Source: an optimization exercise on an open RTL-to-GDS flow (aim: small area and a short achievable clock period). Production flows keep margins and buffers that such runs may drop.
RTL that was checked went through simulation tests only; none was proved equivalent to the original.
No functional check of the RTL was part of runs 1 to 3.
Power and IR drop assume default switching activity.

## flow/design.v

```verilog
module CPU(
	input logic clk,
	input logic [15:0] inM,
	input logic [15:0] instruction,
	input logic reset,
	output logic [15:0] outM,
	output logic writeM,
	output logic [14:0] addressM,
	output logic [14:0] pc
);
	logic [15:0] A, D;
	logic [14:0] PC;
	wire c  = instruction[15];
	wire am = instruction[12];
	wire kd = c & ~instruction[11];
	wire ki = ~c;
	wire zx = ~kd;
	wire nx = instruction[10] & c;
	wire zy = instruction[9] | ~c;
	wire ny = instruction[8] & c;
	wire f  = instruction[7] | ~c;
	wire no = instruction[6] & c;
	wire nxo = nx ^ no;
	wire nyo = ny ^ no;
	wire kn1 = ~(f | no);
	wire cinn = ~(f & no);
	logic dn0;
	logic xa0;
	logic x0;
	logic ymn0;
	logic ya0;
	logic y0;
	logic gn0;
	logic gfn0;
	logic pn0;
	logic q0;
	logic dn1;
	logic xa1;
	logic x1;
	logic ymn1;
	logic ya1;
	logic y1;
	logic gn1;
	logic gfn1;
	logic pn1;
	logic q1;
	logic dn2;
	logic xa2;
	logic x2;
	logic ymn2;
	logic ya2;
	logic y2;
	logic gn2;
	logic gfn2;
	logic pn2;
	logic q2;
	logic dn3;
	logic xa3;
	logic x3;
	logic ymn3;
	logic ya3;
	logic y3;
	logic gn3;
	logic gfn3;
	logic pn3;
	logic q3;
	logic dn4;
	logic xa4;
	logic x4;
	logic ymn4;
	logic ya4;
	logic y4;
	logic gn4;
	logic gfn4;
	logic pn4;
	logic q4;
	logic dn5;
	logic xa5;
	logic x5;
	logic ymn5;
	logic ya5;
	logic y5;
	logic gn5;
	logic gfn5;
	logic pn5;
	logic q5;
	logic dn6;
	logic xa6;
	logic x6;
	logic ymn6;
	logic ya6;
	logic y6;
	logic gn6;
	logic gfn6;
	logic pn6;
	logic q6;
	logic dn7;
	logic xa7;
	logic x7;
	logic ymn7;
	logic ya7;
	logic y7;
	logic gn7;
	logic gfn7;
	logic pn7;
	logic q7;
	logic dn8;
	logic xa8;
	logic x8;
	logic ymn8;
	logic ya8;
	logic y8;
	logic gn8;
	logic gfn8;
	logic pn8;
	logic q8;
	logic dn9;
	logic xa9;
	logic x9;
	logic ymn9;
	logic ya9;
	logic y9;
	logic gn9;
	logic gfn9;
	logic pn9;
	logic q9;
	logic dn10;
	logic xa10;
	logic x10;
	logic ymn10;
	logic ya10;
	logic y10;
	logic gn10;
	logic gfn10;
	logic pn10;
	logic q10;
	logic dn11;
	logic xa11;
	logic x11;
	logic ymn11;
	logic ya11;
	logic y11;
	logic gn11;
	logic gfn11;
	logic pn11;
	logic q11;
	logic dn12;
	logic xa12;
	logic x12;
	logic ymn12;
	logic ya12;
	logic y12;
	logic gn12;
	logic gfn12;
	logic pn12;
	logic q12;
	logic dn13;
	logic xa13;
	logic x13;
	logic ymn13;
	logic ya13;
	logic y13;
	logic gn13;
	logic gfn13;
	logic pn13;
	logic q13;
	logic dn14;
	logic xa14;
	logic x14;
	logic ymn14;
	logic ya14;
	logic y14;
	logic gn14;
	logic gfn14;
	logic pn14;
	logic q14;
	logic dn15;
	logic xa15;
	logic x15;
	logic ymn15;
	logic ya15;
	logic y15;
	logic gn15;
	logic gfn15;
	logic pn15;
	logic q15;
	logic G0;
	logic G1;
	logic P1;
	logic G2;
	logic P2;
	logic G3;
	logic P3;
	logic G4;
	logic P4;
	logic G5;
	logic P5;
	logic G6;
	logic P6;
	logic G7;
	logic P7;
	logic G8;
	logic G9;
	logic P9;
	logic G10;
	logic P10;
	logic G11;
	logic P11;
	logic G12;
	logic P12;
	logic G13;
	logic P13;
	logic G14;
	logic P14;
	logic iv0;
	logic G15;
	logic G16;
	logic G17;
	logic P17;
	logic G18;
	logic P18;
	logic G19;
	logic P19;
	logic G20;
	logic P20;
	logic G21;
	logic iv1;
	logic G22;
	logic G23;
	logic G24;
	logic G25;
	logic G26;
	logic iv2;
	logic G27;
	logic iv3;
	logic G28;
	logic G29;
	logic G30;
	logic G31;
	hk_a22o u_xa0 (D[0], kd, instruction[0], ki, xa0);
	hk_xor2 u_x0 (xa0, nxo, x0);
	hk_mux2i u_ymn0 (A[0], inM[0], am, ymn0);
	hk_nor2 u_ya0 (ymn0, zy, ya0);
	hk_xor2 u_y0 (ya0, nyo, y0);
	hk_nand2 u_gn0 (x0, y0, gn0);
	hk_nand3 u_gfn0 (x0, y0, f, gfn0);
	hk_xnor2 u_pn0 (x0, y0, pn0);
	hk_o22ai u_q0 (pn0, kn1, gn0, f, q0);
	hk_a22o u_xa1 (D[1], kd, instruction[1], ki, xa1);
	hk_xor2 u_x1 (xa1, nxo, x1);
	hk_mux2i u_ymn1 (A[1], inM[1], am, ymn1);
	hk_nor2 u_ya1 (ymn1, zy, ya1);
	hk_xor2 u_y1 (ya1, nyo, y1);
	hk_nand2 u_gn1 (x1, y1, gn1);
	hk_nand3 u_gfn1 (x1, y1, f, gfn1);
	hk_xnor2 u_pn1 (x1, y1, pn1);
	hk_o22ai u_q1 (pn1, kn1, gn1, f, q1);
	hk_a22o u_xa2 (D[2], kd, instruction[2], ki, xa2);
	hk_xor2 u_x2 (xa2, nxo, x2);
	hk_mux2i u_ymn2 (A[2], inM[2], am, ymn2);
	hk_nor2 u_ya2 (ymn2, zy, ya2);
	hk_xor2 u_y2 (ya2, nyo, y2);
	hk_nand2 u_gn2 (x2, y2, gn2);
	hk_nand3 u_gfn2 (x2, y2, f, gfn2);
	hk_xnor2 u_pn2 (x2, y2, pn2);
	hk_o22ai u_q2 (pn2, kn1, gn2, f, q2);
	hk_a22o u_xa3 (D[3], kd, instruction[3], ki, xa3);
	hk_xor2 u_x3 (xa3, nxo, x3);
	hk_mux2i u_ymn3 (A[3], inM[3], am, ymn3);
	hk_nor2 u_ya3 (ymn3, zy, ya3);
	hk_xor2 u_y3 (ya3, nyo, y3);
	hk_nand2 u_gn3 (x3, y3, gn3);
	hk_nand3 u_gfn3 (x3, y3, f, gfn3);
	hk_xnor2 u_pn3 (x3, y3, pn3);
	hk_o22ai u_q3 (pn3, kn1, gn3, f, q3);
	hk_a22o u_xa4 (D[4], kd, instruction[4], ki, xa4);
	hk_xor2 u_x4 (xa4, nxo, x4);
	hk_mux2i u_ymn4 (A[4], inM[4], am, ymn4);
	hk_nor2 u_ya4 (ymn4, zy, ya4);
	hk_xor2 u_y4 (ya4, nyo, y4);
	hk_nand2 u_gn4 (x4, y4, gn4);
	hk_nand3 u_gfn4 (x4, y4, f, gfn4);
	hk_xnor2 u_pn4 (x4, y4, pn4);
	hk_o22ai u_q4 (pn4, kn1, gn4, f, q4);
	hk_a22o u_xa5 (D[5], kd, instruction[5], ki, xa5);
	hk_xor2 u_x5 (xa5, nxo, x5);
	hk_mux2i u_ymn5 (A[5], inM[5], am, ymn5);
	hk_nor2 u_ya5 (ymn5, zy, ya5);
	hk_xor2 u_y5 (ya5, nyo, y5);
	hk_nand2 u_gn5 (x5, y5, gn5);
	hk_nand3 u_gfn5 (x5, y5, f, gfn5);
	hk_xnor2 u_pn5 (x5, y5, pn5);
	hk_o22ai u_q5 (pn5, kn1, gn5, f, q5);
	hk_a22o u_xa6 (D[6], kd, instruction[6], ki, xa6);
	hk_xor2 u_x6 (xa6, nxo, x6);
	hk_mux2i u_ymn6 (A[6], inM[6], am, ymn6);
	hk_nor2 u_ya6 (ymn6, zy, ya6);
	hk_xor2 u_y6 (ya6, nyo, y6);
	hk_nand2 u_gn6 (x6, y6, gn6);
	hk_nand3 u_gfn6 (x6, y6, f, gfn6);
	hk_xnor2 u_pn6 (x6, y6, pn6);
	hk_o22ai u_q6 (pn6, kn1, gn6, f, q6);
	hk_a22o u_xa7 (D[7], kd, instruction[7], ki, xa7);
	hk_xor2 u_x7 (xa7, nxo, x7);
	hk_mux2i u_ymn7 (A[7], inM[7], am, ymn7);
	hk_nor2 u_ya7 (ymn7, zy, ya7);
	hk_xor2 u_y7 (ya7, nyo, y7);
	hk_nand2 u_gn7 (x7, y7, gn7);
	hk_nand3 u_gfn7 (x7, y7, f, gfn7);
	hk_xnor2 u_pn7 (x7, y7, pn7);
	hk_o22ai u_q7 (pn7, kn1, gn7, f, q7);
	hk_a22o u_xa8 (D[8], kd, instruction[8], ki, xa8);
	hk_xor2 u_x8 (xa8, nxo, x8);
	hk_mux2i u_ymn8 (A[8], inM[8], am, ymn8);
	hk_nor2 u_ya8 (ymn8, zy, ya8);
	hk_xor2 u_y8 (ya8, nyo, y8);
	hk_nand2 u_gn8 (x8, y8, gn8);
	hk_nand3 u_gfn8 (x8, y8, f, gfn8);
	hk_xnor2 u_pn8 (x8, y8, pn8);
	hk_o22ai u_q8 (pn8, kn1, gn8, f, q8);
	hk_a22o u_xa9 (D[9], kd, instruction[9], ki, xa9);
	hk_xor2 u_x9 (xa9, nxo, x9);
	hk_mux2i u_ymn9 (A[9], inM[9], am, ymn9);
	hk_nor2 u_ya9 (ymn9, zy, ya9);
	hk_xor2 u_y9 (ya9, nyo, y9);
	hk_nand2 u_gn9 (x9, y9, gn9);
	hk_nand3 u_gfn9 (x9, y9, f, gfn9);
	hk_xnor2 u_pn9 (x9, y9, pn9);
	hk_o22ai u_q9 (pn9, kn1, gn9, f, q9);
	hk_a22o u_xa10 (D[10], kd, instruction[10], ki, xa10);
	hk_xor2 u_x10 (xa10, nxo, x10);
	hk_mux2i u_ymn10 (A[10], inM[10], am, ymn10);
	hk_nor2 u_ya10 (ymn10, zy, ya10);
	hk_xor2 u_y10 (ya10, nyo, y10);
	hk_nand2 u_gn10 (x10, y10, gn10);
	hk_nand3 u_gfn10 (x10, y10, f, gfn10);
	hk_xnor2 u_pn10 (x10, y10, pn10);
	hk_o22ai u_q10 (pn10, kn1, gn10, f, q10);
	hk_a22o u_xa11 (D[11], kd, instruction[11], ki, xa11);
	hk_xor2 u_x11 (xa11, nxo, x11);
	hk_mux2i u_ymn11 (A[11], inM[11], am, ymn11);
	hk_nor2 u_ya11 (ymn11, zy, ya11);
	hk_xor2 u_y11 (ya11, nyo, y11);
	hk_nand2 u_gn11 (x11, y11, gn11);
	hk_nand3 u_gfn11 (x11, y11, f, gfn11);
	hk_xnor2 u_pn11 (x11, y11, pn11);
	hk_o22ai u_q11 (pn11, kn1, gn11, f, q11);
	hk_a22o u_xa12 (D[12], kd, instruction[12], ki, xa12);
	hk_xor2 u_x12 (xa12, nxo, x12);
	hk_mux2i u_ymn12 (A[12], inM[12], am, ymn12);
	hk_nor2 u_ya12 (ymn12, zy, ya12);
	hk_xor2 u_y12 (ya12, nyo, y12);
	hk_nand2 u_gn12 (x12, y12, gn12);
	hk_nand3 u_gfn12 (x12, y12, f, gfn12);
	hk_xnor2 u_pn12 (x12, y12, pn12);
	hk_o22ai u_q12 (pn12, kn1, gn12, f, q12);
	hk_a22o u_xa13 (D[13], kd, instruction[13], ki, xa13);
	hk_xor2 u_x13 (xa13, nxo, x13);
	hk_mux2i u_ymn13 (A[13], inM[13], am, ymn13);
	hk_nor2 u_ya13 (ymn13, zy, ya13);
	hk_xor2 u_y13 (ya13, nyo, y13);
	hk_nand2 u_gn13 (x13, y13, gn13);
	hk_nand3 u_gfn13 (x13, y13, f, gfn13);
	hk_xnor2 u_pn13 (x13, y13, pn13);
	hk_o22ai u_q13 (pn13, kn1, gn13, f, q13);
	hk_a22o u_xa14 (D[14], kd, instruction[14], ki, xa14);
	hk_xor2 u_x14 (xa14, nxo, x14);
	hk_mux2i u_ymn14 (A[14], inM[14], am, ymn14);
	hk_nor2 u_ya14 (ymn14, zy, ya14);
	hk_xor2 u_y14 (ya14, nyo, y14);
	hk_nand2 u_gn14 (x14, y14, gn14);
	hk_nand3 u_gfn14 (x14, y14, f, gfn14);
	hk_xnor2 u_pn14 (x14, y14, pn14);
	hk_o22ai u_q14 (pn14, kn1, gn14, f, q14);
	hk_inv u_dn15 (D[15], dn15);
	hk_nor2 u_xa15 (dn15, zx, xa15);
	hk_xor2 u_x15 (xa15, nxo, x15);
	hk_mux2i u_ymn15 (A[15], inM[15], am, ymn15);
	hk_nor2 u_ya15 (ymn15, zy, ya15);
	hk_xor2 u_y15 (ya15, nyo, y15);
	hk_nand2 u_gn15 (x15, y15, gn15);
	hk_nand3 u_gfn15 (x15, y15, f, gfn15);
	hk_xnor2 u_pn15 (x15, y15, pn15);
	hk_o22ai u_q15 (pn15, kn1, gn15, f, q15);
	hk_oai21 u_G0 (pn0, cinn, gfn0, G0);
	hk_oai21 u_G1 (pn2, gfn1, gfn2, G1);
	hk_nor2 u_P1 (pn2, pn1, P1);
	hk_oai21 u_G2 (pn4, gfn3, gfn4, G2);
	hk_nor2 u_P2 (pn4, pn3, P2);
	hk_oai21 u_G3 (pn6, gfn5, gfn6, G3);
	hk_nor2 u_P3 (pn6, pn5, P3);
	hk_oai21 u_G4 (pn8, gfn7, gfn8, G4);
	hk_nor2 u_P4 (pn8, pn7, P4);
	hk_oai21 u_G5 (pn10, gfn9, gfn10, G5);
	hk_nor2 u_P5 (pn10, pn9, P5);
	hk_oai21 u_G6 (pn12, gfn11, gfn12, G6);
	hk_nor2 u_P6 (pn12, pn11, P6);
	hk_oai21 u_G7 (pn14, gfn13, gfn14, G7);
	hk_nor2 u_P7 (pn14, pn13, P7);
	hk_aoi21 u_G8 (P1, G0, G1, G8);
	hk_aoi21 u_G9 (P2, G1, G2, G9);
	hk_nand2 u_P9 (P2, P1, P9);
	hk_aoi21 u_G10 (P3, G2, G3, G10);
	hk_nand2 u_P10 (P3, P2, P10);
	hk_aoi21 u_G11 (P4, G3, G4, G11);
	hk_nand2 u_P11 (P4, P3, P11);
	hk_aoi21 u_G12 (P5, G4, G5, G12);
	hk_nand2 u_P12 (P5, P4, P12);
	hk_aoi21 u_G13 (P6, G5, G6, G13);
	hk_nand2 u_P13 (P6, P5, P13);
	hk_aoi21 u_G14 (P7, G6, G7, G14);
	hk_nand2 u_P14 (P7, P6, P14);
	hk_inv u_iv0 (G0, iv0);
	hk_oai21 u_G15 (P9, iv0, G9, G15);
	hk_oai21 u_G16 (P10, G8, G10, G16);
	hk_oai21 u_G17 (P11, G9, G11, G17);
	hk_nor2 u_P17 (P11, P9, P17);
	hk_oai21 u_G18 (P12, G10, G12, G18);
	hk_nor2 u_P18 (P12, P10, P18);
	hk_oai21 u_G19 (P13, G11, G13, G19);
	hk_nor2 u_P19 (P13, P11, P19);
	hk_oai21 u_G20 (P14, G12, G14, G20);
	hk_nor2 u_P20 (P14, P12, P20);
	hk_aoi21 u_G21 (P17, G0, G17, G21);
	hk_inv u_iv1 (G8, iv1);
	hk_aoi21 u_G22 (P18, iv1, G18, G22);
	hk_aoi21 u_G23 (P19, G15, G19, G23);
	hk_aoi21 u_G24 (P20, G16, G20, G24);
	hk_oai21 u_G25 (pn1, iv0, gfn1, G25);
	hk_oai21 u_G26 (pn3, G8, gfn3, G26);
	hk_inv u_iv2 (G15, iv2);
	hk_oai21 u_G27 (pn5, iv2, gfn5, G27);
	hk_inv u_iv3 (G16, iv3);
	hk_oai21 u_G28 (pn7, iv3, gfn7, G28);
	hk_oai21 u_G29 (pn9, G21, gfn9, G29);
	hk_oai21 u_G30 (pn11, G22, gfn11, G30);
	hk_oai21 u_G31 (pn13, G23, gfn13, G31);
	hk_xnor2 u_outM_0 (q0, cinn, outM[0]);
	hk_xor2 u_outM_1 (q1, G0, outM[1]);
	hk_xor2 u_outM_2 (q2, G25, outM[2]);
	hk_xnor2 u_outM_3 (q3, G8, outM[3]);
	hk_xor2 u_outM_4 (q4, G26, outM[4]);
	hk_xor2 u_outM_5 (q5, G15, outM[5]);
	hk_xor2 u_outM_6 (q6, G27, outM[6]);
	hk_xor2 u_outM_7 (q7, G16, outM[7]);
	hk_xor2 u_outM_8 (q8, G28, outM[8]);
	hk_xnor2 u_outM_9 (q9, G21, outM[9]);
	hk_xor2 u_outM_10 (q10, G29, outM[10]);
	hk_xnor2 u_outM_11 (q11, G22, outM[11]);
	hk_xor2 u_outM_12 (q12, G30, outM[12]);
	hk_xnor2 u_outM_13 (q13, G23, outM[13]);
	hk_xor2 u_outM_14 (q14, G31, outM[14]);
	hk_xnor2 u_outM_15 (q15, G24, outM[15]);
	wire zr = (outM == 16'd0);
	wire ng = outM[15];
	wire jmp = c & ((instruction[2] & ng) | (instruction[1] & zr) | (instruction[0] & ~ng & ~zr));
	always_ff @(posedge clk) begin
		if (~c | instruction[5]) A <= outM;
		if (c & instruction[4]) D <= outM;
		if (reset) PC <= 15'd0;
		else if (jmp) PC <= A[14:0];
		else PC <= PC + 15'd1;
	end
	assign writeM = c & instruction[3];
	assign addressM = A[14:0];
	assign pc = PC;
endmodule
module hk_inv(input logic a, output logic y);
	assign y = ~a;
endmodule
module hk_a22o(input logic a1, a2, b1, b2, output logic y);
	assign y = (a1 & a2) | (b1 & b2);
endmodule
module hk_nand2(input logic a, b, output logic y);
	assign y = ~(a & b);
endmodule
module hk_nor2(input logic a, b, output logic y);
	assign y = ~(a | b);
endmodule
module hk_nand3(input logic a, b, c, output logic y);
	assign y = ~(a & b & c);
endmodule
module hk_xor2(input logic a, b, output logic y);
	assign y = a ^ b;
endmodule
module hk_xnor2(input logic a, b, output logic y);
	assign y = ~(a ^ b);
endmodule
module hk_mux2i(input logic a, b, s, output logic y);
	assign y = ~(s ? b : a);
endmodule
module hk_aoi21(input logic a1, a2, b, output logic y);
	assign y = ~((a1 & a2) | b);
endmodule
module hk_oai21(input logic a1, a2, b, output logic y);
	assign y = ~((a1 | a2) & b);
endmodule
module hk_o22ai(input logic a1, a2, b1, b2, output logic y);
	assign y = ~((a1 | a2) & (b1 | b2));
endmodule
```

## flow/flow/run.sh

```bash
#!/bin/bash
# Layout flow: the standard ORFS flow (standard.sh) with two changes:
#  - synthesis maps the logic with the ABC script in flow/abc.script
#    (ORFS's synth.tcl otherwise unchanged; same -nofsm -noshare, flatten and renames)
#  - port buffers are sky130_fd_sc_hd__buf_1 instead of the default choice
set -euo pipefail
W=$PWD
sed "s#log_cmd abc {\*}\$abc_args#log_cmd abc {*}[lreplace \$abc_args 1 1 $W/flow/abc.script]#" \
  "$FLOW_HOME/scripts/synth.tcl" > "$W/synth_custom.tcl"
grep -q "flow/abc.script" "$W/synth_custom.tcl"
sed "s#\$::env(SCRIPTS_DIR)/synth.tcl#$W/synth_custom.tcl#" synth_recipe.tcl > "$W/synth_top.tcl"
grep -q "synth_custom.tcl" "$W/synth_top.tcl"
EXTRA=()
if [[ -f flow/make_args.txt ]]; then mapfile -t EXTRA < <(grep -v '^\s*$' flow/make_args.txt); fi
bash standard.sh SYNTH_SCRIPT="$W/synth_top.tcl" \
  "BUFFER_PORTS_ARGS=-buffer_cell sky130_fd_sc_hd__buf_1" "${EXTRA[@]}" finish > "$W/flow.log" 2>&1
```

## flow/flow/abc.script

```
strash; dch; map -a; topo; stime -c
```

## flow/flow/make_args.txt

```
SYNTH_KEEP_MODULES=hk_inv hk_a22o hk_nand2 hk_nor2 hk_nand3 hk_xor2 hk_xnor2 hk_mux2i hk_aoi21 hk_oai21 hk_o22ai
CTS_ARGS=-sink_clustering_enable -repair_clock_nets -dont_use_dummy_load
```

## flow/standard.sh

```bash
#!/bin/bash
# synth_recipe.tcl (not shown) runs the flow's synth.tcl, then flattens the netlist and writes it again
# the make line also repeats each setting of config.mk as NAME=value (left out here)
make -C /OpenROAD-flow-scripts/flow DESIGN_CONFIG=/design/flow/config.mk WORK_HOME=/design/flow/orfs CLKGATE_MAP_FILE= SYNTH_SCRIPT=/design/flow/synth_recipe.tcl "${@:-finish}"
```

## flow/config.mk

```make
export PLATFORM = sky130hd
export DESIGN_NAME = CPU
export DESIGN_NICKNAME = CPU
export VERILOG_FILES = /design/flow/design.v
export SDC_FILE = /design/flow/constraint.sdc
export NUM_CORES = 4
export LEC_CHECK = 0
export CAP_MARGIN = 20
export CORE_MARGIN = 2
export CORE_UTILIZATION = 40
export SETUP_SLACK_MARGIN = 4.5
export SLEW_MARGIN = 20
```

## flow/constraint.sdc

```tcl
create_clock -name core_clock -period 12.5 [get_ports {clk}]
set_input_delay 2.5000 -clock core_clock [delete_from_list [all_inputs] [get_ports {clk}]]
set_output_delay 2.5000 -clock core_clock [all_outputs]
set_load 0.01 [all_outputs]
```

==> results of run 1 <==
[Yosys stat by module, one instance, submodules excluded, excerpt]
module | flip-flops and latches | cells inside | cell area, µm² | times used
hk_xor2 | 0 | 1 | 8.76 | 42
hk_mux2i | 0 | 1 | 10.0 | 16
hk_a22o | 0 | 1 | 10.0 | 15
CPU | 47 | 165 | 1920 | 1
hk_o22ai | 0 | 1 | 6.26 | 16
hk_nor2 | 0 | 1 | 3.75 | 28
[logic make-up (layout without fill, tap and decap cells)]
| group | after synthesis | after routing | share of synthesized area (%) |
|---|---|---|---|
| fa+ha+maj | 1 | 1 | 0.376 |
| compound gates | 86 | 86 | 16.8 |
| mux | 16 | 16 | 4.81 |
| xor+xnor | 72 | 72 | 18.9 |
| simple gates | 123 | 123 | 15.7 |
| flops | 47 | 47 | 37.9 |
| buf+inv | 33 | 118 | 5.52 |
[metal layers]
layer  vias up  GRT usage [%]
li1       1503              -
met5         -              0
met3        11           3.08
met4         0           6.16
met2        99           31.6
met1      1415           27.9
[flip-flops by register name, summed over array words and instances, names as in the netlist]
register,cells
PC,15
D,16
A,16
[what timing repair did]
action                                  CTS  global route
endpoints found under the setup margin   16            10
setup buffers                             4            10
gates resized for setup                  10            12
pin swaps                                 1             4
[final cells by class]
cell class,instances,share of cell area [%]
multi-input cells,298,50.0
flip-flops and latches,47,32.0
repair buffers,96,11.0
well taps,105,3.33
inverters,17,1.97
clock buffers,5,1.75
[worst max-delay path by stage]
stage	startpoint	endpoint	slack (ns)
after floorplan	instruction[15]	outM[8]	4.62
after global placement	instruction[15]	outM[8]	3.69
after detailed placement	instruction[15]	outM[14]	3.60
after CTS	instruction[15]	outM[14]	4.48
final	instruction[15]	outM[14]	4.66
after global routing	instruction[15]	outM[9]	4.47
[per-stage QoR]
stage	area (µm²)	hold WS, ns
after floorplan	3340	0.523
after global placement	3660	0.496
after detailed placement	3660	0.518
after CTS	3790	0.528
after global routing	3940	0.573
final	3940	0.522
[cells in the mapped netlist]
master,number,area (µm²)
sky130_fd_sc_hd__a22o_2,15,150
sky130_fd_sc_hd__ha_1,1,12.5
sky130_fd_sc_hd__nor3_1,3,15.0
sky130_fd_sc_hd__mux2i_1,16,160
sky130_fd_sc_hd__o211ai_1,1,7.51
sky130_fd_sc_hd__o21ai_0,24,120
sky130_fd_sc_hd__edfxtp_1,32,961
sky130_fd_sc_hd__a21oi_1,18,90.1
sky130_fd_sc_hd__nor2_1,50,188
sky130_fd_sc_hd__a311oi_1,1,8.76
sky130_fd_sc_hd__xor2_1,48,420
sky130_fd_sc_hd__or2_2,4,25.0
sky130_fd_sc_hd__nand4_1,2,12.5
sky130_fd_sc_hd__o21a_1,2,15.0
sky130_fd_sc_hd__xnor2_1,24,210
sky130_fd_sc_hd__nand3_1,23,115
sky130_fd_sc_hd__nor4_1,4,25.0
sky130_fd_sc_hd__nand2_1,36,135
sky130_fd_sc_hd__clkinv_1,17,63.8
sky130_fd_sc_hd__buf_4,16,120
sky130_fd_sc_hd__o22ai_1,16,100
sky130_fd_sc_hd__a211oi_1,9,67.6
sky130_fd_sc_hd__dfxtp_1,15,300
sky130_fd_sc_hd__nand3b_1,1,7.51
[power by group through the flow]
stage          logic (mW)  registers, mW  clock network (mW)
2_1_floorplan       0.226          0.261                   0
3_3_place_gp        0.297          0.267                   0
3_5_place_dp        0.299          0.268                   0
4_1_cts             0.308          0.264              0.0889
5_1_grt             0.354          0.269              0.0953
6_report            0.325          0.263              0.0844
==> run summary, run 1 <==
outcome=finished clean; sequential share of power=39.1%; number of instances in the synthesized netlist=378; reg-to-reg critical path startpoint=A[7]; antenna violations before repair=0; global-route wire length before repair=13800 µm; fillcell total=795; average cell area after synthesis=8.81 µm²; detailed-route via count=3028; height of the die=95.3 µm; number of instances in the placed design=549; worst-path maximum fanout=23; Final Max Slew Viols=0; drt drc=0; instance count along the most critical hold path=1; Power Dens Cells=171 mW/mm²; class of the tightest hold or removal check=register to register; post-synthesis to final-layout area growth=18.3%; total global-route track usage=19.9%; final worst slack=4.66 ns; worst slew pin tran=0.886 ns; Worst-path clk slew=0.08 ns; share of final-layout standard cells stronger than drive strength 1=11.7%; fraction of the cycle the final worst path needs=62.7%; switching share of power=43.1%; data required time of the worst path=10.00 ns; total net switching power=290 µW; depth of the worst register-to-register path=19; number of buffer and inverter stages on the critical path=4; number of levels the H-tree was split into=2; global placement routability congestion=0.903; summed instance area of the synthesized netlist=0.00333 mm²; P_int=383 µW; worst reg2reg path endpoint=PC[1]; kind of cell with the highest combined delay on the critical path=compound AO/OA/AOI/OAI gates; combinational group share of total power=48.3%; fin cells=568; Worst Setup End Kind=primary output; critical path arrival=5.34 ns; highest-delay cell along the critical path=sky130_fd_sc_hd__xor2_1; row count=33; CTS sink cnt=47; total met2 wirelength after detailed routing=4300 µm; register bit count reported by yosys=47; max frequency=127 MHz; Max stage delay on crit path=0.29 ns; number of diodes=0; final-report setup violation count=0; highest metal layer with signal wires=met4; horizontal die dimension=95.3 µm; leakage power summed over all cells=1.46 nW; Overall Power=673 µW; Critical Path Stages=14; Seq. cell area=0.00126 mm²; wire length per cell after detailed routing=16.2 µm; kind of launch point of the worst setup path=input port; clock tree from TritonCTS=yes; via density per instance=5.33; largest net degree at the start of global routing=33; antenna violation net count after detailed routing=0; root buffer selected by CTS=sky130_fd_sc_hd__clkbuf_8; sum of net half-perimeters after detailed placement=6710 µm; endpoints failing hold=0; Hold EP=PC[0]; drt total wl=9180 µm; drt first pass iters=5; synthesized netlist net count=413; register area share after synthesis=37.9%; GR Overflow Total=0; startpoint-to-endpoint class of the critical path=input port to primary output; unrepaired setup endpoints after global routing=no; Initial Util=40.9%; startpoint of the worst hold path=PC[0]; DRC violation total after the first TritonRoute iteration=182; worst path cell trace=buf_1 > bufinv_8 > a21oi_1 > o21a_4 > buf_4 > xor2_1 > xnor2_1 > o21ai_0 > a21oi_1 > o21ai_0 > a21oi_1 > o21ai_0 > xor2_1 > buf_1; routed metal-1 wire length=4230 µm; commonest non-fill, non-tap cell in the layout=sky130_fd_sc_hd__buf_1; total negative slack=0 ns; number of warnings issued by yosys=1; Routed met3 length=533 µm; number of placed I/O pins=81; multi-input gate area in the final layout=0.00197 mm²; number of buffers on the longest clock path=2; # port buffers=80; net count of the finished layout=500; count of unique library cells instantiated by Yosys=24; number of clock buffers inserted by TritonCTS=5; headroom to the max-slew limit=40.8%; top library cells by usage in the layout, fill and taps aside=sky130_fd_sc_hd__buf_1 (80), sky130_fd_sc_hd__nor2_1 (48), sky130_fd_sc_hd__xor2_1 (43); share of power burned in the clock network=12.5%; final cell utilization of the core=48.5%; clock latency reported for the late side of the worst-skew pair=0.30 ns; highest ir drop seen on vdd=0.0774 mV; worst setup timing slack at the placement stage=3.60 ns; shortest period the worst path allows=7.84 ns; Post-CTS Hold Fix Bufs=0; reg2reg setup slack=7.79 ns; placeable core area=0.00813 mm²; Die Outline Area=0.00907 mm²; largest clock skew in the final design=0.00877 ns; max-capacitance violation count=0; number of global-route vias before repair=2740
==> inputs of run 2 (changes only) <==
--- a/flow/design.v
+++ b/flow/design.v
@@ -25,2 +25,4 @@
 	wire kn1 = ~(f | no);
+	wire kA = ~am & ~zy;
+	wire kM = am & ~zy;
 	wire cinn = ~(f & no);
@@ -241,5 +243,4 @@
 	hk_xor2 u_x0 (xa0, nxo, x0);
-	hk_mux2i u_ymn0 (A[0], inM[0], am, ymn0);
-	hk_nor2 u_ya0 (ymn0, zy, ya0);
-	hk_xor2 u_y0 (ya0, nyo, y0);
+	hk_aoi22 u_ymn0 (A[0], kA, inM[0], kM, ymn0);
+	hk_xnor2 u_y0 (ymn0, nyo, y0);
 	hk_nand2 u_gn0 (x0, y0, gn0);
@@ -250,5 +251,4 @@
 	hk_xor2 u_x1 (xa1, nxo, x1);
-	hk_mux2i u_ymn1 (A[1], inM[1], am, ymn1);
-	hk_nor2 u_ya1 (ymn1, zy, ya1);
-	hk_xor2 u_y1 (ya1, nyo, y1);
+	hk_aoi22 u_ymn1 (A[1], kA, inM[1], kM, ymn1);
+	hk_xnor2 u_y1 (ymn1, nyo, y1);
 	hk_nand2 u_gn1 (x1, y1, gn1);
@@ -259,5 +259,4 @@
 	hk_xor2 u_x2 (xa2, nxo, x2);
-	hk_mux2i u_ymn2 (A[2], inM[2], am, ymn2);
-	hk_nor2 u_ya2 (ymn2, zy, ya2);
-	hk_xor2 u_y2 (ya2, nyo, y2);
+	hk_aoi22 u_ymn2 (A[2], kA, inM[2], kM, ymn2);
+	hk_xnor2 u_y2 (ymn2, nyo, y2);
 	hk_nand2 u_gn2 (x2, y2, gn2);
@@ -268,5 +267,4 @@
 	hk_xor2 u_x3 (xa3, nxo, x3);
-	hk_mux2i u_ymn3 (A[3], inM[3], am, ymn3);
-	hk_nor2 u_ya3 (ymn3, zy, ya3);
-	hk_xor2 u_y3 (ya3, nyo, y3);
+	hk_aoi22 u_ymn3 (A[3], kA, inM[3], kM, ymn3);
+	hk_xnor2 u_y3 (ymn3, nyo, y3);
 	hk_nand2 u_gn3 (x3, y3, gn3);
@@ -277,5 +275,4 @@
 	hk_xor2 u_x4 (xa4, nxo, x4);
-	hk_mux2i u_ymn4 (A[4], inM[4], am, ymn4);
-	hk_nor2 u_ya4 (ymn4, zy, ya4);
-	hk_xor2 u_y4 (ya4, nyo, y4);
+	hk_aoi22 u_ymn4 (A[4], kA, inM[4], kM, ymn4);
+	hk_xnor2 u_y4 (ymn4, nyo, y4);
 	hk_nand2 u_gn4 (x4, y4, gn4);
@@ -286,5 +283,4 @@
 	hk_xor2 u_x5 (xa5, nxo, x5);
-	hk_mux2i u_ymn5 (A[5], inM[5], am, ymn5);
-	hk_nor2 u_ya5 (ymn5, zy, ya5);
-	hk_xor2 u_y5 (ya5, nyo, y5);
+	hk_aoi22 u_ymn5 (A[5], kA, inM[5], kM, ymn5);
+	hk_xnor2 u_y5 (ymn5, nyo, y5);
 	hk_nand2 u_gn5 (x5, y5, gn5);
@@ -295,5 +291,4 @@
 	hk_xor2 u_x6 (xa6, nxo, x6);
-	hk_mux2i u_ymn6 (A[6], inM[6], am, ymn6);
-	hk_nor2 u_ya6 (ymn6, zy, ya6);
-	hk_xor2 u_y6 (ya6, nyo, y6);
+	hk_aoi22 u_ymn6 (A[6], kA, inM[6], kM, ymn6);
+	hk_xnor2 u_y6 (ymn6, nyo, y6);
 	hk_nand2 u_gn6 (x6, y6, gn6);
@@ -304,5 +299,4 @@
 	hk_xor2 u_x7 (xa7, nxo, x7);
-	hk_mux2i u_ymn7 (A[7], inM[7], am, ymn7);
-	hk_nor2 u_ya7 (ymn7, zy, ya7);
-	hk_xor2 u_y7 (ya7, nyo, y7);
+	hk_aoi22 u_ymn7 (A[7], kA, inM[7], kM, ymn7);
+	hk_xnor2 u_y7 (ymn7, nyo, y7);
 	hk_nand2 u_gn7 (x7, y7, gn7);
@@ -313,5 +307,4 @@
 	hk_xor2 u_x8 (xa8, nxo, x8);
-	hk_mux2i u_ymn8 (A[8], inM[8], am, ymn8);
-	hk_nor2 u_ya8 (ymn8, zy, ya8);
-	hk_xor2 u_y8 (ya8, nyo, y8);
+	hk_aoi22 u_ymn8 (A[8], kA, inM[8], kM, ymn8);
+	hk_xnor2 u_y8 (ymn8, nyo, y8);
 	hk_nand2 u_gn8 (x8, y8, gn8);
@@ -322,5 +315,4 @@
 	hk_xor2 u_x9 (xa9, nxo, x9);
-	hk_mux2i u_ymn9 (A[9], inM[9], am, ymn9);
-	hk_nor2 u_ya9 (ymn9, zy, ya9);
-	hk_xor2 u_y9 (ya9, nyo, y9);
+	hk_aoi22 u_ymn9 (A[9], kA, inM[9], kM, ymn9);
+	hk_xnor2 u_y9 (ymn9, nyo, y9);
 	hk_nand2 u_gn9 (x9, y9, gn9);
@@ -331,5 +323,4 @@
 	hk_xor2 u_x10 (xa10, nxo, x10);
-	hk_mux2i u_ymn10 (A[10], inM[10], am, ymn10);
-	hk_nor2 u_ya10 (ymn10, zy, ya10);
-	hk_xor2 u_y10 (ya10, nyo, y10);
+	hk_aoi22 u_ymn10 (A[10], kA, inM[10], kM, ymn10);
+	hk_xnor2 u_y10 (ymn10, nyo, y10);
 	hk_nand2 u_gn10 (x10, y10, gn10);
@@ -340,5 +331,4 @@
 	hk_xor2 u_x11 (xa11, nxo, x11);
-	hk_mux2i u_ymn11 (A[11], inM[11], am, ymn11);
-	hk_nor2 u_ya11 (ymn11, zy, ya11);
-	hk_xor2 u_y11 (ya11, nyo, y11);
+	hk_aoi22 u_ymn11 (A[11], kA, inM[11], kM, ymn11);
+	hk_xnor2 u_y11 (ymn11, nyo, y11);
 	hk_nand2 u_gn11 (x11, y11, gn11);
@@ -349,5 +339,4 @@
 	hk_xor2 u_x12 (xa12, nxo, x12);
-	hk_mux2i u_ymn12 (A[12], inM[12], am, ymn12);
-	hk_nor2 u_ya12 (ymn12, zy, ya12);
-	hk_xor2 u_y12 (ya12, nyo, y12);
+	hk_aoi22 u_ymn12 (A[12], kA, inM[12], kM, ymn12);
+	hk_xnor2 u_y12 (ymn12, nyo, y12);
 	hk_nand2 u_gn12 (x12, y12, gn12);
@@ -358,5 +347,4 @@
 	hk_xor2 u_x13 (xa13, nxo, x13);
-	hk_mux2i u_ymn13 (A[13], inM[13], am, ymn13);
-	hk_nor2 u_ya13 (ymn13, zy, ya13);
-	hk_xor2 u_y13 (ya13, nyo, y13);
+	hk_aoi22 u_ymn13 (A[13], kA, inM[13], kM, ymn13);
+	hk_xnor2 u_y13 (ymn13, nyo, y13);
 	hk_nand2 u_gn13 (x13, y13, gn13);
@@ -367,5 +355,4 @@
 	hk_xor2 u_x14 (xa14, nxo, x14);
-	hk_mux2i u_ymn14 (A[14], inM[14], am, ymn14);
-	hk_nor2 u_ya14 (ymn14, zy, ya14);
-	hk_xor2 u_y14 (ya14, nyo, y14);
+	hk_aoi22 u_ymn14 (A[14], kA, inM[14], kM, ymn14);
+	hk_xnor2 u_y14 (ymn14, nyo, y14);
 	hk_nand2 u_gn14 (x14, y14, gn14);
@@ -374,8 +361,6 @@
 	hk_o22ai u_q14 (pn14, kn1, gn14, f, q14);
-	hk_inv u_dn15 (D[15], dn15);
-	hk_nor2 u_xa15 (dn15, zx, xa15);
+	hk_and2 u_xa15 (D[15], kd, xa15);
 	hk_xor2 u_x15 (xa15, nxo, x15);
-	hk_mux2i u_ymn15 (A[15], inM[15], am, ymn15);
-	hk_nor2 u_ya15 (ymn15, zy, ya15);
-	hk_xor2 u_y15 (ya15, nyo, y15);
+	hk_aoi22 u_ymn15 (A[15], kA, inM[15], kM, ymn15);
+	hk_xnor2 u_y15 (ymn15, nyo, y15);
 	hk_nand2 u_gn15 (x15, y15, gn15);
@@ -473,2 +458,5 @@
 endmodule
+module hk_and2(input logic a, b, output logic y);
+	assign y = a & b;
+endmodule
 module hk_nand2(input logic a, b, output logic y);
@@ -488,4 +476,4 @@
 endmodule
-module hk_mux2i(input logic a, b, s, output logic y);
-	assign y = ~(s ? b : a);
+module hk_aoi22(input logic a1, a2, b1, b2, output logic y);
+	assign y = ~((a1 & a2) | (b1 & b2));
 endmodule
==> flow/flow/make_args.txt (replaced) <==
SYNTH_KEEP_MODULES=hk_inv hk_a22o hk_and2 hk_nand2 hk_nor2 hk_nand3 hk_xor2 hk_xnor2 hk_aoi22 hk_aoi21 hk_oai21 hk_o22ai
CTS_ARGS=-sink_clustering_enable -repair_clock_nets -dont_use_dummy_load
==> run summary, run 2 <==
parity-gate share of the synthesized area counting xor and xnor cells=21.0% (+2.0 points); number of buffers on the longest clock path=2 (unchanged); worst-path maximum fanout=12 (-48%); summed instance area of the synthesized netlist=0.00322 mm² (-3.4%); antenna violation net count after detailed routing=0 (unchanged); number of placed I/O pins=81 (unchanged); Final Max Slew Viols=0 (unchanged); height of the die=93.7 µm (-1.6%); total global-route track usage=21.8% (+1.9 points); placeable core area=0.00777 mm² (-4.5%); fraction of the cycle the final worst path needs=62.7% (about the same); count of flip-flops with a built-in enable after synthesis=32 (unchanged); clock latency reported for the late side of the worst-skew pair=0.31 ns (about the same); clock tree from TritonCTS=yes; GR Overflow Total=0 (unchanged); worst slew pin tran=1.09 ns (+0.205 ns); class of the tightest hold or removal check=register to register; P_int=392 µW (+2.3%); endpoints failing hold=0 (unchanged); largest net degree at the start of global routing=33 (unchanged); number of instances in the synthesized netlist=349 (-7.7%); met1 Usage GRT=29.7% (+1.9 points); drt drc=0 (unchanged); most used standard cell by instance count after synthesis=sky130_fd_sc_hd__xnor2_1; worst reg2reg path endpoint=PC[2]; outcome=finished clean; registers with the highest flip-flop counts=A: 16 flops, D: 16 flops, PC: 15 flops; highest ir drop seen on vdd=0.0601 mV (-22%); antenna violations before repair=0 (unchanged); leakage power summed over all cells=1.48 nW (+1.2%); depth of the worst register-to-register path=16 (-3); register area share after synthesis=39.2% (+1.3 points); instance count along the most critical hold path=1 (unchanged); met2 Use GR=36.8% (+5.2 points); root buffer selected by CTS=sky130_fd_sc_hd__clkbuf_8; largest clock skew in the final design=0.0240 ns (+0.0152 ns); Simple-Gate Fraction of Synth Area=13.5% (-2.2 points); most area-consuming cells after synthesis=sky130_fd_sc_hd__edfxtp_1 (30%), sky130_fd_sc_hd__xnor2_1 (12%), sky130_fd_sc_hd__dfxtp_1 (9.3%); number of levels the H-tree was split into=2 (unchanged); post-synthesis to final-layout area growth=27.6%; reg-to-reg critical path startpoint=A[0]; data required time of the worst path=10.00 ns (about the same); total negative slack=0 ns (unchanged); detailed-route via count=3007 (-0.69%); register bit count reported by yosys=47 (unchanged); multi-input gate area in the final layout=0.00198 mm² (+0.51%); top-area cell type share of the netlist area=29.9% (+1.0 points); shortest period the worst path allows=7.84 ns (-0.00117 ns); sequential share of power=38.8% (-0.3 points); wire length per cell after detailed routing=17.3 µm (+6.7%); Worst-path clk slew=0.09 ns (about the same); number of global-route vias before repair=2806 (+2.4%); DRC violation total after the first TritonRoute iteration=215 (+18%); sum of net half-perimeters after detailed placement=6300 µm (-6.2%); proportion of register bits with asynchronous set or reset after synthesis=0% (unchanged); total net switching power=288 µW (-0.70%); number of clock buffers inserted by TritonCTS=5 (unchanged); number of diodes=0 (unchanged); drt first pass iters=4 (-1); fillcell total=750 (-5.7%); reg2reg setup slack=8.11 ns (+0.32 ns); number of warnings issued by yosys=1 (unchanged); # port buffers=80 (unchanged); M3 GR Usage=2.81% (-0.27 points); largest area contributor in the synthesized netlist=sky130_fd_sc_hd__edfxtp_1; startpoint of the worst hold path=PC[0]; row count=32 (-3.0%); Initial Util=41.4% (+0.48 points); synthesized netlist net count=384 (-7.0%); share of the synthesized area in compound gates (AO/OA/AOI/OAI)=20.9% (+4.1 points); net count of the finished layout=490 (-2.0%); commonest non-fill, non-tap cell in the layout=sky130_fd_sc_hd__buf_1; top library cells by usage in the layout, fill and taps aside=sky130_fd_sc_hd__buf_1 (79), sky130_fd_sc_hd__xor2_1 (33), sky130_fd_sc_hd__edfxtp_1 (32); Post-CTS Hold Fix Bufs=0 (unchanged); switching share of power=42.4% (-0.73 points); average cell area after synthesis=9.22 µm² (+4.6%); global placement routability congestion=0.845 (-6.4%); Seq. cell area=0.00126 mm² (unchanged); final-report setup violation count=0 (unchanged); drt total wl=9580 µm (+4.3%); largest family of logic cells by synthesized area=XOR/XNOR gates; fin cells=555 (-2.3%); CTS sink cnt=47 (unchanged); critical path arrival=5.34 ns (about the same); layer carrying the most global-route usage=met2; synthesized-area fraction occupied by adder cells=0.389% (+0.013 points); mux cell area share after synthesis=0% (-4.8 points); Power Dens Cells=166 mW/mm² (-3.1%); max-capacitance violation count=0 (unchanged); count of unique library cells instantiated by Yosys=26 (+8.3%); headroom to the max-slew limit=27.0% (-14 points); unrepaired setup endpoints after global routing=yes; most frequent cells after synthesis=sky130_fd_sc_hd__xnor2_1 (44), sky130_fd_sc_hd__xor2_1 (33), sky130_fd_sc_hd__edfxtp_1 (32), sky130_fd_sc_hd__nor2_1 (32), sky130_fd_sc_hd__nand2_1 (29); combinational group share of total power=48.8% (+0.5 points); Hold EP=PC[0]; startpoint-to-endpoint class of the critical path=input port to primary output; share of power burned in the clock network=12.4% (about the same); Die Outline Area=0.00878 mm² (-3.2%); number of instances in the placed design=516 (-6.0%); via density per instance=5.42 (+1.6%); max frequency=128 MHz (about the same); main flop type after synthesis=sky130_fd_sc_hd__edfxtp_1; Worst Setup End Kind=primary output; horizontal die dimension=93.7 µm (-1.6%); share of final-layout standard cells stronger than drive strength 1=19.4% (+7.8 points); kind of launch point of the worst setup path=input port; global-route wire length before repair=14600 µm (+5.8%)
-- run 2: worst max path at each step --
stage / from / endpoint / slack [ns]
floorplan: instruction[15] / outM[8] / 4.76
global placement: instruction[15] / outM[14] / 3.72
detailed placement: instruction[15] / outM[14] / 3.60
CTS: instruction[15] / outM[14] / 4.56
global route: instruction[15] / outM[14] / 4.46
finish: instruction[15] / outM[10] / 4.66
-- run 2: Yosys stat by module (local to each module, per instance) --
module,cell area (µm²),flip-flops and latches,copies in the design
hk_o22ai,6.26,0,16
hk_nor2,3.75,0,11
hk_xnor2,8.76,0,38
hk_and2,7.51,0,1
hk_aoi21,5.00,0,11
hk_a22o,10.0,0,15
CPU,1910,47,1
hk_nand2,3.75,0,22
hk_aoi22,7.51,0,16
hk_nand3,5.00,0,15
hk_xor2,8.76,0,26
hk_oai21,5.00,0,21
hk_inv,3.75,0,4
-- run 2: cell type report --
class,instances,area share (%)
repair inverters,1,0.122
multi-input cells,275,48.2
well taps,102,3.11
clock buffers,5,1.68
repair buffers,114,15.1
inverters,11,1.13
flip-flops and latches,47,30.7
-- run 2: logic make-up (layout without fill, tap and decap cells) --
family / Yosys count / in the layout
buffers and inverters: 27 / 131
xor gates and xnor gates: 77 / 77
and+or+nand+nor: 98 / 98
adders and majority gates: 1 / 1
AOI/OAI and AO/OA: 99 / 99
DFF: 47 / 47
-- run 2: routing by layer --
| layer | wire, µm | up-vias | share of wire, % |
|---|---|---|---|
| met2 | 4700 | 87 | 49 |
| met3 | 522 | 12 | 5.5 |
| met1 | 4180 | 1427 | 44 |
| met5 | 0 | - | 0 |
| li1 | - | 1481 | - |
| met4 | 178 | 0 | 1.9 |
-- run 2: power groups by stage --
stage | registers (mW) | logic (mW) | clock network [mW]
2_1_floorplan | 0.262 | 0.219 | 0
3_3_place_gp | 0.267 | 0.283 | 0
3_5_place_dp | 0.268 | 0.287 | 0
4_1_cts | 0.264 | 0.311 | 0.0858
5_1_grt | 0.270 | 0.359 | 0.0917
6_report | 0.264 | 0.332 | 0.0845
-- run 2: what timing repair did --
action | 4_1_cts | 5_1_grt
resized for setup | 17 | 19
buffers inserted | 13 | 20
setup endpoints to repair | 14 | 8
pin swaps | 7 | 6
gates cloned | 1 | 0
-- run 2: per-stage QoR --
step                      total power, mW  worst slack, ns  hold slack, ns  util (%)  cell area, µm²
after floorplan                     0.481             4.76           0.527         -            3250
final                               0.680             4.66           0.519      52.9            4110
after global routing                0.721             4.46           0.555      52.9            4110
after detailed placement            0.555             3.60           0.508      45.9            3560
after CTS                           0.661             4.56           0.520      49.7            3860
after global placement              0.550             3.72           0.490      45.9            3560
-- run 2: worst max-delay path, stage by stage --
cell                       delay (ns)
sky130_fd_sc_hd__buf_2           0.18
sky130_fd_sc_hd__clkinv_4        0.17
sky130_fd_sc_hd__nor3_4          0.27
sky130_fd_sc_hd__buf_4           0.21
sky130_fd_sc_hd__buf_12          0.12
sky130_fd_sc_hd__buf_12          0.12
sky130_fd_sc_hd__a22oi_1         0.11
sky130_fd_sc_hd__xnor2_2         0.25
sky130_fd_sc_hd__xnor2_2         0.13
sky130_fd_sc_hd__nor2_1          0.19
sky130_fd_sc_hd__nand2_1         0.12
sky130_fd_sc_hd__o21ai_0         0.23
sky130_fd_sc_hd__a21oi_2         0.08
sky130_fd_sc_hd__o21ai_0         0.22
sky130_fd_sc_hd__xor2_1          0.25
sky130_fd_sc_hd__buf_1           0.18
==> inputs of run 3 (changes only) <==
--- a/flow/config.mk
+++ b/flow/config.mk
@@ -10,3 +10,3 @@
 export CORE_UTILIZATION = 40
-export SETUP_SLACK_MARGIN = 4.5
+export SETUP_SLACK_MARGIN = 5.0
 export SLEW_MARGIN = 20
==> run summary, run 3 <==
DRC violation total after the first TritonRoute iteration=196 (-8.8%); worst path cell trace=buf_8 > inv_8 > nor3b_4 > buf_4 > buf_4 > a22oi_1 > xnor2_1 > nand3_1 > o21ai_2 > a21oi_2 > o21ai_2 > inv_2 > o21ai_2 > xor2_1 > buf_2; registers with the highest flip-flop counts=A: 16 flops, D: 16 flops, PC: 15 flops; final-report setup violation count=0 (unchanged); total negative slack=0 ns (unchanged); synthesized netlist net count=384 (unchanged); number of levels the H-tree was split into=2 (unchanged); most area-consuming cells after synthesis=sky130_fd_sc_hd__edfxtp_1 (30%), sky130_fd_sc_hd__xnor2_1 (12%), sky130_fd_sc_hd__dfxtp_1 (9.3%); summed instance area of the synthesized netlist=0.00322 mm² (unchanged); drt total wl=9920 µm (+3.6%); headroom to the max-slew limit=36.3% (+9.3 points); main flop type after synthesis=sky130_fd_sc_hd__edfxtp_1; average cell area after synthesis=9.22 µm² (unchanged); class of the tightest hold or removal check=register to register; Max stage delay on crit path=0.31 ns (+0.04 ns); CTS sink cnt=47 (unchanged); data required time of the worst path=10.00 ns (about the same); highest-delay cell along the critical path=sky130_fd_sc_hd__xnor2_1; number of warnings issued by yosys=1 (unchanged); startpoint-to-endpoint class of the critical path=input port to primary output; GR Overflow Total=0 (unchanged); row count=32 (unchanged); drt first pass iters=5 (+1); total global-route track usage=21.3% (-0.45 points); max-capacitance violation count=0 (unchanged); height of the die=93.7 µm (unchanged); global-route wire length before repair=14500 µm (-1.1%); number of buffers on the longest clock path=2 (unchanged); worst-path maximum fanout=8 (-4); largest area contributor in the synthesized netlist=sky130_fd_sc_hd__edfxtp_1; commonest non-fill, non-tap cell in the layout=sky130_fd_sc_hd__buf_1; Post-CTS Hold Fix Bufs=0 (unchanged); Die Outline Area=0.00878 mm² (unchanged); horizontal die dimension=93.7 µm (unchanged); Worst-path clk slew=0.09 ns (about the same); fraction of the cycle the final worst path needs=59.6% (-3.1 points); unrepaired setup endpoints after global routing=yes; via density per instance=5.56 (+2.7%); Power Dens Cells=166 mW/mm² (+0.53%); antenna violation net count after detailed routing=0 (unchanged); most frequent cells after synthesis=sky130_fd_sc_hd__xnor2_1 (44), sky130_fd_sc_hd__xor2_1 (33), sky130_fd_sc_hd__edfxtp_1 (32), sky130_fd_sc_hd__nor2_1 (32), sky130_fd_sc_hd__nand2_1 (29); count of unique library cells instantiated by Yosys=26 (unchanged); share of final-layout standard cells stronger than drive strength 1=32.4% (+13 points); net count of the finished layout=497 (+1.4%); top-area cell type share of the netlist area=29.9% (unchanged); Worst Setup End Kind=primary output; most used standard cell by instance count after synthesis=sky130_fd_sc_hd__xnor2_1; register bit count reported by yosys=47 (unchanged); Post-DP Area=0.00356 mm² (-0.14%); placeable core area=0.00777 mm² (unchanged); root buffer selected by CTS=sky130_fd_sc_hd__clkbuf_8; endpoints failing hold=0 (unchanged); number of instances in the synthesized netlist=349 (unchanged); Initial Util=41.4% (unchanged); largest net degree at the start of global routing=33 (unchanged); Post-Layout Inst Area=0.00447 mm² (+8.8%); number of clock buffers inserted by TritonCTS=5 (unchanged); outcome=finished clean; top library cells by usage in the layout, fill and taps aside=sky130_fd_sc_hd__buf_1 (70), sky130_fd_sc_hd__buf_4 (34), sky130_fd_sc_hd__edfxtp_1 (32); detailed-route via count=3127 (+4.0%); clock latency reported for the late side of the worst-skew pair=0.31 ns (about the same); worst slew pin tran=0.955 ns (-0.137 ns); largest clock skew in the final design=0.0232 ns (-0.000768 ns); # port buffers=80 (unchanged); kind of launch point of the worst setup path=input port; number of global-route vias before repair=2863 (+2.0%); register area share after synthesis=39.2% (unchanged); drt drc=0 (unchanged); clock tree from TritonCTS=yes; global placement routability congestion=0.877 (+3.8%); critical path arrival=4.96 ns (-0.38 ns); antenna violations before repair=0 (unchanged); cell with the most instances on the worst path=sky130_fd_sc_hd__o21ai_2; sum of net half-perimeters after detailed placement=6230 µm (-1.1%); number of diodes=0 (unchanged); count of flip-flops with a built-in enable after synthesis=32 (unchanged); number of placed I/O pins=81 (unchanged); proportion of register bits with asynchronous set or reset after synthesis=0% (unchanged); wire length per cell after detailed routing=17.7 µm (+2.3%); post-synthesis to final-layout area growth=38.9%; leakage power summed over all cells=1.61 nW (+8.8%); highest ir drop seen on vdd=0.0565 mV (-6.0%); Final Max Slew Viols=0 (unchanged); shortest period the worst path allows=7.46 ns (-0.386 ns); max frequency=134 MHz (+5.2%)
==> run 3: cell counts after synthesis <==
No cell type changed its count.
==> run 3: final timing paths <==
check,slack (ns),endpoint,cells past startpoint,from
worst max-delay path,5.04,outM[8],15,instruction[15]
worst min-delay path,0.51,PC[0],1,PC[0]
worst max register to register,8.08,PC[10],16,D[0]
worst min register to register,0.51,PC[0],1,PC[0]
==> run 3: critical path: cells and delay by family <==
family / cells / cell delay, ns
buffers and inverters: 6 / 0.67
xor gates and xnor gates: 2 / 0.53
AOI/OAI and AO/OA: 5 / 0.82
and+or+nand+nor: 2 / 0.43
==> run 3: layout make-up <==
class / instances / area (µm²)
repair buffers: 121 / 701
flip-flops and latches: 47 / 1260
well taps: 102 / 128
inverters: 11 / 50.0
clock buffers: 5 / 68.8
multi-input cells: 275 / 2260
repair inverters: 1 / 5.00
fillers: 721 / 3300
==> run 3: repair_timing <==
item	CTS	global route
cloned	1	0
setup buffers	28	13
pin swaps	23	25
resized for setup	50	57
hold endpoints to repair	0	0
setup endpoints to repair	16	13
==> run 3: metal layers <==
layer	share of wire [%]	routed length, µm	vias to the layer above	global-route usage (%)
li1	-	-	1482	-
met4	2.4	240	0	4.35
met5	0	0	-	0
met2	51	5050	133	37.3
met1	42	4120	1488	28.2
met3	5.1	508	24	2.89
==> run 3: kinds of logic (layout without fill, tap and decap cells) <==
group                      count (synthesis)  count (layout)  synth area share [%]
buffers and inverters                     27             138                  5.02
and+or+nand+nor                           98              98                  13.5
AOI/OAI and AO/OA                         99              99                  20.9
xor gates and xnor gates                  77              77                  21.0
adders and majority gates                  1               1                 0.389
DFF                                       47              47                  39.2
==> run 3: metrics by stage <==
step,hold slack (ns),instances,power [mW],utilization (%),worst slack (ns)
floorplan,0.527,349,0.481,-,4.99
global placement,0.496,515,0.551,45.8,4.04
detailed placement,0.497,515,0.554,45.8,3.90
CTS,0.513,549,0.689,52.9,4.99
global route,0.546,562,0.784,57.5,4.89
finish,0.514,562,0.744,57.5,5.04
==> run 3: power by group <==
part	leakage, nW	internal [mW]	switching (mW)
sequential	0.440	0.229	0.0350
combinational	1.13	0.161	0.232
clock	0.0359	0.0363	0.0508
total	1.61	0.426	0.318
==> run 3: Yosys stat by module, one instance, submodules excluded, excerpt <==
module    cells  times used  flip-flops and latches  area (µm²)
hk_o22ai      1          16                       0        6.26
hk_a22o       1          15                       0        10.0
hk_nand2      1          22                       0        3.75
hk_oai21      1          21                       0        5.00
hk_and2       1           1                       0        7.51
hk_inv        1           4                       0        3.75
hk_nand3      1          15                       0        5.00
==> inputs of run 4 (changes only) <==
--- a/flow/design.v
+++ b/flow/design.v
@@ -14,10 +14,8 @@
 	wire am = instruction[12];
-	wire kd = c & ~instruction[11];
-	wire ki = ~c;
-	wire zx = ~kd;
-	wire nx = instruction[10] & c;
-	wire zy = instruction[9] | ~c;
-	wire ny = instruction[8] & c;
-	wire f  = instruction[7] | ~c;
-	wire no = instruction[6] & c;
+	wire zx = instruction[11];
+	wire nx = instruction[10];
+	wire zy = instruction[9];
+	wire ny = instruction[8];
+	wire f  = instruction[7];
+	wire no = instruction[6];
 	wire nxo = nx ^ no;
@@ -25,2 +23,3 @@
 	wire kn1 = ~(f | no);
+	wire kd = ~zx;
 	wire kA = ~am & ~zy;
@@ -241,3 +240,3 @@
 	logic G31;
-	hk_a22o u_xa0 (D[0], kd, instruction[0], ki, xa0);
+	hk_and2 u_xa0 (D[0], kd, xa0);
 	hk_xor2 u_x0 (xa0, nxo, x0);
@@ -249,3 +248,3 @@
 	hk_o22ai u_q0 (pn0, kn1, gn0, f, q0);
-	hk_a22o u_xa1 (D[1], kd, instruction[1], ki, xa1);
+	hk_and2 u_xa1 (D[1], kd, xa1);
 	hk_xor2 u_x1 (xa1, nxo, x1);
@@ -257,3 +256,3 @@
 	hk_o22ai u_q1 (pn1, kn1, gn1, f, q1);
-	hk_a22o u_xa2 (D[2], kd, instruction[2], ki, xa2);
+	hk_and2 u_xa2 (D[2], kd, xa2);
 	hk_xor2 u_x2 (xa2, nxo, x2);
@@ -265,3 +264,3 @@
 	hk_o22ai u_q2 (pn2, kn1, gn2, f, q2);
-	hk_a22o u_xa3 (D[3], kd, instruction[3], ki, xa3);
+	hk_and2 u_xa3 (D[3], kd, xa3);
 	hk_xor2 u_x3 (xa3, nxo, x3);
@@ -273,3 +272,3 @@
 	hk_o22ai u_q3 (pn3, kn1, gn3, f, q3);
-	hk_a22o u_xa4 (D[4], kd, instruction[4], ki, xa4);
+	hk_and2 u_xa4 (D[4], kd, xa4);
 	hk_xor2 u_x4 (xa4, nxo, x4);
@@ -281,3 +280,3 @@
 	hk_o22ai u_q4 (pn4, kn1, gn4, f, q4);
-	hk_a22o u_xa5 (D[5], kd, instruction[5], ki, xa5);
+	hk_and2 u_xa5 (D[5], kd, xa5);
 	hk_xor2 u_x5 (xa5, nxo, x5);
@@ -289,3 +288,3 @@
 	hk_o22ai u_q5 (pn5, kn1, gn5, f, q5);
-	hk_a22o u_xa6 (D[6], kd, instruction[6], ki, xa6);
+	hk_and2 u_xa6 (D[6], kd, xa6);
 	hk_xor2 u_x6 (xa6, nxo, x6);
@@ -297,3 +296,3 @@
 	hk_o22ai u_q6 (pn6, kn1, gn6, f, q6);
-	hk_a22o u_xa7 (D[7], kd, instruction[7], ki, xa7);
+	hk_and2 u_xa7 (D[7], kd, xa7);
 	hk_xor2 u_x7 (xa7, nxo, x7);
@@ -305,3 +304,3 @@
 	hk_o22ai u_q7 (pn7, kn1, gn7, f, q7);
-	hk_a22o u_xa8 (D[8], kd, instruction[8], ki, xa8);
+	hk_and2 u_xa8 (D[8], kd, xa8);
 	hk_xor2 u_x8 (xa8, nxo, x8);
@@ -313,3 +312,3 @@
 	hk_o22ai u_q8 (pn8, kn1, gn8, f, q8);
-	hk_a22o u_xa9 (D[9], kd, instruction[9], ki, xa9);
+	hk_and2 u_xa9 (D[9], kd, xa9);
 	hk_xor2 u_x9 (xa9, nxo, x9);
@@ -321,3 +320,3 @@
 	hk_o22ai u_q9 (pn9, kn1, gn9, f, q9);
-	hk_a22o u_xa10 (D[10], kd, instruction[10], ki, xa10);
+	hk_and2 u_xa10 (D[10], kd, xa10);
 	hk_xor2 u_x10 (xa10, nxo, x10);
@@ -329,3 +328,3 @@
 	hk_o22ai u_q10 (pn10, kn1, gn10, f, q10);
-	hk_a22o u_xa11 (D[11], kd, instruction[11], ki, xa11);
+	hk_and2 u_xa11 (D[11], kd, xa11);
 	hk_xor2 u_x11 (xa11, nxo, x11);
@@ -337,3 +336,3 @@
 	hk_o22ai u_q11 (pn11, kn1, gn11, f, q11);
-	hk_a22o u_xa12 (D[12], kd, instruction[12], ki, xa12);
+	hk_and2 u_xa12 (D[12], kd, xa12);
 	hk_xor2 u_x12 (xa12, nxo, x12);
@@ -345,3 +344,3 @@
 	hk_o22ai u_q12 (pn12, kn1, gn12, f, q12);
-	hk_a22o u_xa13 (D[13], kd, instruction[13], ki, xa13);
+	hk_and2 u_xa13 (D[13], kd, xa13);
 	hk_xor2 u_x13 (xa13, nxo, x13);
@@ -353,3 +352,3 @@
 	hk_o22ai u_q13 (pn13, kn1, gn13, f, q13);
-	hk_a22o u_xa14 (D[14], kd, instruction[14], ki, xa14);
+	hk_and2 u_xa14 (D[14], kd, xa14);
 	hk_xor2 u_x14 (xa14, nxo, x14);
@@ -442,3 +441,4 @@
 	always_ff @(posedge clk) begin
-		if (~c | instruction[5]) A <= outM;
+		if (~c) A <= {1'b0, instruction[14:0]};
+		else if (instruction[5]) A <= outM;
 		if (c & instruction[4]) D <= outM;
@@ -455,5 +455,2 @@
 endmodule
-module hk_a22o(input logic a1, a2, b1, b2, output logic y);
-	assign y = (a1 & a2) | (b1 & b2);
-endmodule
 module hk_and2(input logic a, b, output logic y);
==> flow/flow/make_args.txt (replaced) <==
SYNTH_KEEP_MODULES=hk_inv hk_and2 hk_nand2 hk_nor2 hk_nand3 hk_xor2 hk_xnor2 hk_aoi22 hk_aoi21 hk_oai21 hk_o22ai
CTS_ARGS=-sink_clustering_enable -repair_clock_nets -dont_use_dummy_load
--- a/flow/config.mk
+++ b/flow/config.mk
@@ -10,3 +10,3 @@
 export CORE_UTILIZATION = 40
-export SETUP_SLACK_MARGIN = 5.0
+export SETUP_SLACK_MARGIN = 4.5
 export SLEW_MARGIN = 20
==> run summary, run 4 <==
unrepaired setup endpoints after global routing=yes; antenna violations before repair=0 (unchanged); count of unique library cells instantiated by Yosys=19 (-27%); antenna violation net count after detailed routing=0 (unchanged); switching share of power=45.8% (+3.1 points); top library cells by usage in the layout, fill and taps aside=sky130_fd_sc_hd__buf_1 (79), sky130_fd_sc_hd__nand2_1 (59), sky130_fd_sc_hd__o21ai_0 (40), sky130_fd_sc_hd__xnor2_1 (40), sky130_fd_sc_hd__xor2_1 (35); Post-DP Area=0.00369 mm² (+3.6%); detailed-route via count=3053 (-2.4%); max-capacitance violation count=0 (unchanged); registers with the highest flip-flop counts=A: 16 flops, D: 16 flops, PC: 15 flops; drt drc=0 (unchanged); combinational group share of total power=53.6% (+0.8 points); Power Dens Cells=188 mW/mm² (+13%); total net switching power=332 µW (+4.5%); kind of launch point of the worst setup path=input port; most area-consuming cells after synthesis=sky130_fd_sc_hd__edfxtp_1 (28%), sky130_fd_sc_hd__xnor2_1 (11%), sky130_fd_sc_hd__xor2_1 (10%); startpoint-to-endpoint class of the critical path=input port to primary output; Simple-Gate Fraction of Synth Area=17.8% (+4.3 points); most used standard cell by instance count after synthesis=sky130_fd_sc_hd__nand2_1; drt first pass iters=5 (unchanged); M3 GR Usage=2.53% (-0.36 points); synthesized-area fraction occupied by adder cells=0.377% (-0.012 points); kind of cell with the highest combined delay on the critical path=XOR/XNOR gates; number of clock buffers inserted by TritonCTS=5 (unchanged); global placement routability congestion=0.909 (+3.6%); worst-path maximum fanout=5 (-3); number of warnings issued by yosys=1 (unchanged); largest family of logic cells by synthesized area=XOR/XNOR gates; worst slew pin tran=0.762 ns (-0.193 ns); mux cell area share after synthesis=0% (unchanged); placeable core area=0.00813 mm² (+4.7%); net count of the finished layout=511 (+2.8%); Final Max Slew Viols=0 (unchanged); share of power burned in the clock network=11.8% (about the same); number of levels the H-tree was split into=2 (unchanged); outcome=finished clean; height of the die=95.1 µm (+1.5%); layer carrying the most global-route usage=met2; endpoints failing hold=0 (unchanged); DRC violation total after the first TritonRoute iteration=203 (+3.6%); Worst Setup End Kind=primary output; shortest period the worst path allows=7.78 ns (+0.321 ns); top-area cell type share of the netlist area=28.0% (-1.8 points); CTS sink cnt=47 (unchanged); highest ir drop seen on vdd=0.103 mV (+82%); most frequent cells after synthesis=sky130_fd_sc_hd__nand2_1 (59), sky130_fd_sc_hd__o21ai_0 (43), sky130_fd_sc_hd__xnor2_1 (41), sky130_fd_sc_hd__xor2_1 (38), sky130_fd_sc_hd__edfxtp_1 (31); global-route wire length before repair=13400 µm (-7.4%); register bit count reported by yosys=47 (unchanged); synthesized netlist net count=429 (+12%)
## run 4: modules after synthesis, one instance, submodules excluded, excerpt
module,flip-flops and latches,area [µm²]
hk_nand3,0,5.00
hk_inv,0,3.75
hk_aoi22,0,7.51
hk_aoi21,0,5.00
hk_xor2,0,8.76
hk_nor2,0,3.75
hk_xnor2,0,8.76
CPU,47,2050
hk_o22ai,0,6.26
hk_and2,0,7.51
hk_nand2,0,3.75
## run 4: metal layers
metal,routed length (µm),vias to the layer above
li1,-,1533
met1,3720,1380
met2,4190,123
met3,644,17
met4,128,0
met5,0,-
## run 4: logic make-up after synthesis
group,count (synthesis)
AND/OR/NAND/NOR,128
AO/OA/AOI/OAI,103
XOR/XNOR,79
flip-flops,47
buffers and inverters,36
adder cells (fa/ha/maj),1
## run 4: power by group through the flow
| stage | Clock [mW] | Sequential [mW] | Combinational, mW |
|---|---|---|---|
| 2_1_floorplan | 0 | 0.255 | 0.275 |
| 3_3_place_gp | 0 | 0.254 | 0.372 |
| 3_5_place_dp | 0 | 0.255 | 0.377 |
| 4_1_cts | 0.0882 | 0.251 | 0.383 |
| 5_1_grt | 0.0928 | 0.257 | 0.427 |
| 6_report | 0.0855 | 0.251 | 0.388 |
## run 4: cell type report
| class | count | area (µm²) | area share, % |
|---|---|---|---|
| multi-input combinational | 311 | 1930 | 50.2 |
| tap | 105 | 131 | 3.42 |
| inverter | 20 | 78.8 | 2.05 |
| timing repair buffer | 91 | 384 | 9.99 |
| sequential | 47 | 1250 | 32.5 |
| clock buffer | 5 | 68.8 | 1.79 |
## run 4: worst paths after layout
| check | startpoint | end | slack (ns) | cells after the start |
|---|---|---|---|---|
| worst min-delay path | PC[0] | PC[0] | 0.51 | 1 |
| worst min register to register | PC[0] | PC[0] | 0.51 | 1 |
| worst max-delay path | instruction[6] | outM[10] | 4.72 | 13 |
| worst max register to register | A[2] | PC[12] | 8.08 | 15 |
## run 4: what timing repair did
action                                  4_1_cts  5_1_grt
pin swaps                                     2        1
buffers inserted                              6        0
gates resized for setup                       4        5
hold buffers                                  0        0
gates cloned                                  0        0
endpoints found under the setup margin       14        6
## run 4: metrics by stage
stage | total power, mW | utilization, % | hold WS (ns) | cells | setup slack, ns
6_report | 0.724 | 47.3 | 0.509 | 579 | 4.72
5_1_grt | 0.776 | 47.3 | 0.534 | 579 | 4.48
4_1_cts | 0.723 | 47.0 | 0.517 | 579 | 4.64
3_5_place_dp | 0.632 | 45.3 | 0.496 | 568 | 3.93
3_3_place_gp | 0.626 | 45.3 | 0.494 | 568 | 4.06
2_1_floorplan | 0.529 | - | 0.502 | 394 | 4.84

-- afterwards: timing with drivers on the ports --
The results above use ideal ports. As a check the final layouts listed here were re-extracted and re-timed, cells and wires unchanged. Step 1 sets driving cells, clkbuf_16 on the clock port and buf_2 on the other inputs (assumed; they add their load-dependent delay and slew). Step 2 also shifts input and output timing later by t, the mid clock arrival at the registers, as if the neighbouring blocks saw the same clock. Slacks: ideal ports / drivers / drivers and shift; pairs: ideal ports / drivers.
| run | shift t [ns] | setup WS [ns] |
|---|---|---|
| run 1 | 0.331 | 4.657 / 4.633 / 4.633 |
| run 2 | 0.327 | 4.658 / 4.630 / 4.630 |
| run 3 | 0.333 | 5.044 / 4.991 / 4.991 |
| run 4 | 0.326 | 4.723 / 4.692 / 4.692 |
After both steps every run listed still meets setup and hold.
